This design comes from an exercise in tuning for small area, a short achievable clock period and few clock cycles per item on the open sky130 flow, not from production work. In this exercise RTL edits were held to simulation tests only and were not proved equivalent to the original.

== main ==
// geofence
module geofence (clk,reset,X,Y,valid,is_inside);
input           clk;
input           reset;
input   [9:0]   X;
input   [9:0]   Y;
output          valid;
output          is_inside;
reg  [4:0]  cnt;
reg         ph0, ph2, in_vtx, st7, st9;
reg         valid_r;
reg  [9:0]  ox, oy;
reg  signed [10:0] rx [0:6];
reg  signed [10:0] ry [0:6];
reg         nzr;               
reg         rg [0:6];          
reg         rl [0:6];          
reg  [2:0]  rk [0:6];
reg         pl [1:6][0:5];     
reg         pe [1:6][0:5];     
reg  signed [10:0] sx, sy, hx, hy;
reg         bxp, bxn, byp, byn;    
reg         pr;                
integer i, j, k;
function automatic [10:0] sub10(input [9:0] a, input [9:0] b);
    reg [9:0] g, p, nb;
    integer q, d;
    begin
        nb = ~b;
        g = a & nb;
        p = a | nb;
        for (d = 1; d < 10; d = d * 2)
            for (q = 9; q >= d; q = q - 1) begin
                g[q] = g[q] | (p[q] & g[q-d]);
                p[q] = p[q] & p[q-d];
            end
        sub10 = {~(g[9] | p[9]), (a ^ nb) ^ {g[8:0] | p[8:0], 1'b1}};
    end
endfunction
function automatic [1:0] cmp11(input [10:0] a, input [10:0] b);
    reg [10:0] ua, ub, g, p;
    integer q, d;
    begin
        ua = {~a[10], a[9:0]};
        ub = {~b[10], b[9:0]};
        g = ub & ~ua;
        p = ub | ~ua;
        for (d = 1; d < 11; d = d * 2)
            for (q = 10; q >= d; q = q - 1) begin
                g[q] = g[q] | (p[q] & g[q-d]);
                p[q] = p[q] & p[q-d];
            end
        cmp11 = {g[10], g[10] | p[10]};
    end
endfunction
wire signed [10:0] nx = sub10(X, ox);
wire signed [10:0] ny = sub10(Y, oy);
always @(posedge clk) begin
    if (ph0) begin
        ox <= X;
        oy <= Y;
    end
    if (in_vtx) begin
        rx[0] <= nx;
        ry[0] <= ny;
        nzr <= (X == 10'd0);
    end else begin
        rx[0] <= rx[6];
        ry[0] <= ry[6];
    end
    for (i = 1; i < 7; i = i + 1) begin
  ...
export LEC_CHECK = 0
export ABC_AREA = 1
export CAP_MARGIN = 20
export CORE_MARGIN = 2
export CORE_UTILIZATION = 70
export PLACE_DENSITY = 0.85
export SETUP_SLACK_MARGIN = 4.8
export SLEW_MARGIN = 20
export SYNTH_HIERARCHICAL = 1
export SYNTH_MINIMUM_KEEP_SIZE = 0
create_clock -name core_clock -period 8.0 [get_ports {clk}]
run.sh (not shown) runs the stock make flow with config.mk's settings and CLKGATE_MAP_FILE= SYNTH_SCRIPT=/design/flow/synth_recipe.tcl, a recipe that flattens the netlist after the stock synthesis.
Testbench counts of main, summed over its fixed seeds: cycles 32,845, items 2,400.
#### Input delta (the feature branch over main)
--- a/flow/config.mk
+++ b/flow/config.mk
@@ -11,0 +12,2 @@
+export CTS_CLUSTER_DIAMETER = 90
+export CTS_CLUSTER_SIZE = 28
Results
Sequential cell area share in the feature branch is 1.1 points higher than in main
On transition at the pin with the smallest max-transition slack: between the feature branch and main, it ends up lower for the feature branch.
Number of iterations in the first detailed-routing pass in the feature branch vs main: down 2

---

geofence again, from the RTL that the note above started with.
==> flow/design.v (excerpt) <==
module geofence (clk,reset,X,Y,valid,is_inside);
input           clk;
input           reset;
input   [9:0]   X;
input   [9:0]   Y;
output          valid;
output          is_inside;
reg  [4:0]  cnt;
reg         ph0, ph2, in_vtx, st7, st9;
reg         valid_r;
reg  [9:0]  ox, oy;
reg  signed [10:0] rx [0:6];
reg  signed [10:0] ry [0:6];
reg         nzr;               
reg         rg [0:6];          
reg         rl [0:6];          
reg  [2:0]  rk [0:6];
reg         pl [1:6][0:5];     
reg         pe [1:6][0:5];     
reg  signed [10:0] sx, sy, hx, hy;
reg         bxp, bxn, byp, byn;    
reg         pr;                
integer i, j, k;
function automatic [10:0] sub10(input [9:0] a, input [9:0] b);
    reg [9:0] g, p, nb;
    integer q, d;
    begin
        nb = ~b;
        g = a & nb;
        p = a | nb;
        for (d = 1; d < 10; d = d * 2)
            for (q = 9; q >= d; q = q - 1) begin
                g[q] = g[q] | (p[q] & g[q-d]);
                p[q] = p[q] & p[q-d];
            end
        sub10 = {~(g[9] | p[9]), (a ^ nb) ^ {g[8:0] | p[8:0], 1'b1}};
    end
endfunction
function automatic [1:0] cmp11(input [10:0] a, input [10:0] b);
    reg [10:0] ua, ub, g, p;
    integer q, d;
    begin
        ua = {~a[10], a[9:0]};
        ub = {~b[10], b[9:0]};
        g = ub & ~ua;
        p = ub | ~ua;
        for (d = 1; d < 11; d = d * 2)
            for (q = 10; q >= d; q = q - 1) begin
  ...
Settings: LEC_CHECK=0, ABC_AREA=1, CAP_MARGIN=20, CORE_MARGIN=2, CORE_UTILIZATION=70, CTS_CLUSTER_DIAMETER=80, CTS_CLUSTER_SIZE=22, PLACE_DENSITY=0.85, SETUP_SLACK_MARGIN=4.8, SLEW_MARGIN=20, SYNTH_HIERARCHICAL=1, SYNTH_MINIMUM_KEEP_SIZE=0; clock period 8.0 ns.
Testbench counts at the start, summed over its fixed seeds: cycles 32,845, items 2,400.
==> next run, changes <==
--- a/flow/config.mk
+++ b/flow/config.mk
@@ -10,7 +10,7 @@
 export CORE_MARGIN = 2
 export CORE_UTILIZATION = 70
-export CTS_CLUSTER_DIAMETER = 80
-export CTS_CLUSTER_SIZE = 22
-export PLACE_DENSITY = 0.85
+export CTS_CLUSTER_DIAMETER = 90
+export CTS_CLUSTER_SIZE = 26
+export PLACE_DENSITY = 0.9
 export SETUP_SLACK_MARGIN = 4.8
 export SLEW_MARGIN = 20
The changed run completed without violations.
Critical path depth climbs by 7.
Global-route usage climbs by 0.12 points.
==> next run, changes <==
--- a/flow/config.mk
+++ b/flow/config.mk
@@ -12,5 +12,5 @@
 export CTS_CLUSTER_DIAMETER = 90
 export CTS_CLUSTER_SIZE = 26
-export PLACE_DENSITY = 0.9
+export PLACE_DENSITY = 0.85
 export SETUP_SLACK_MARGIN = 4.8
 export SLEW_MARGIN = 20
The changed run passed the timing, design-rule and antenna checks.
Routed wire length went up by 0.44%.
Hold slack gains 0.0053 ns.
Design area went up by 0.51%.
Non-clock buffer count went up by 10.
==> next run, changes <==
--- a/flow/config.mk
+++ b/flow/config.mk
@@ -6,5 +6,5 @@
 export NUM_CORES = 4
 export LEC_CHECK = 0
-export ABC_AREA = 1
+export ABC_AREA = 0
 export CAP_MARGIN = 20
 export CORE_MARGIN = 2
Outcome: Design area went down by 2.1%; count of clock-buffer cells in the layout went down by 1; maximum frequency went down by about 8%; via count went down by about 10%; worst setup slack is worse by 0.26 ns; global-route usage went up by 2.2 points; first-iteration DRC count went down by 5.2%; non-clock buffer count went up by 23.
==> next run, changes <==
--- a/flow/config.mk
+++ b/flow/config.mk
@@ -6,12 +6,10 @@
 export NUM_CORES = 4
 export LEC_CHECK = 0
-export ABC_AREA = 0
+export ABC_AREA = 1
 export CAP_MARGIN = 20
 export CORE_MARGIN = 2
 export CORE_UTILIZATION = 70
-export CTS_CLUSTER_DIAMETER = 90
-export CTS_CLUSTER_SIZE = 26
 export PLACE_DENSITY = 0.85
-export SETUP_SLACK_MARGIN = 4.8
+export SETUP_SLACK_MARGIN = 5.0
 export SLEW_MARGIN = 20
 export SYNTH_HIERARCHICAL = 1
=>
- The new run finished clean
- hold slack gets worse by 0.011 ns
- clock-buffer cell count came out higher by 31
- final area came out higher by 9.9%
- core utilization came out higher by 3.1 points
- via count came out higher by 19%
- first-iteration DRC count came out higher by 22%
- final cell count came out higher by 28%
- synthesized cell count came out higher by 29%

-- re-timing with driven ports --
Ports are ideal in the flow. The routed layouts listed here were re-timed in OpenROAD.
Step 1: set_driving_cell puts a clkbuf_16 on clk and a buf_2 on each other input, an assumption about the parent block.
Step 2 also shifts input and output timing later by t, the mid clock arrival at the registers, as if the neighbouring blocks saw the same clock.
Slacks: ideal / step 1 / step 2; pairs: ideal / step 1.
| run | shift t [ns] | setup WS [ns] | pins driven straight from the clock port |
|---|---|---|---|
| main | 0.589 | 4.829 / 4.807 / 4.266 | 1 |
| the feature branch | 0.589 | 4.854 / 4.802 / 4.328 | 1 |
| the first run of note 2 | 0.600 | 4.813 / 4.798 / 4.326 | 1 |
| the second run of note 2 | 0.591 | 4.770 / 4.804 / 4.213 | 1 |
| the third run of note 2 | 0.593 | 4.851 / 4.796 / 4.353 | 1 |
| the fourth run of note 2 | 0.575 | 4.586 / 4.583 / 4.008 | 1 |
| the fifth run of note 2 | 0.603 | 4.921 / 4.921 / 4.555 | 1 |
After both steps every run listed still meets setup and hold. For the fourth run of note 2, which loses most, drivers alone change the setup slack by -0.003 ns; drivers and shift together by -0.578 ns.
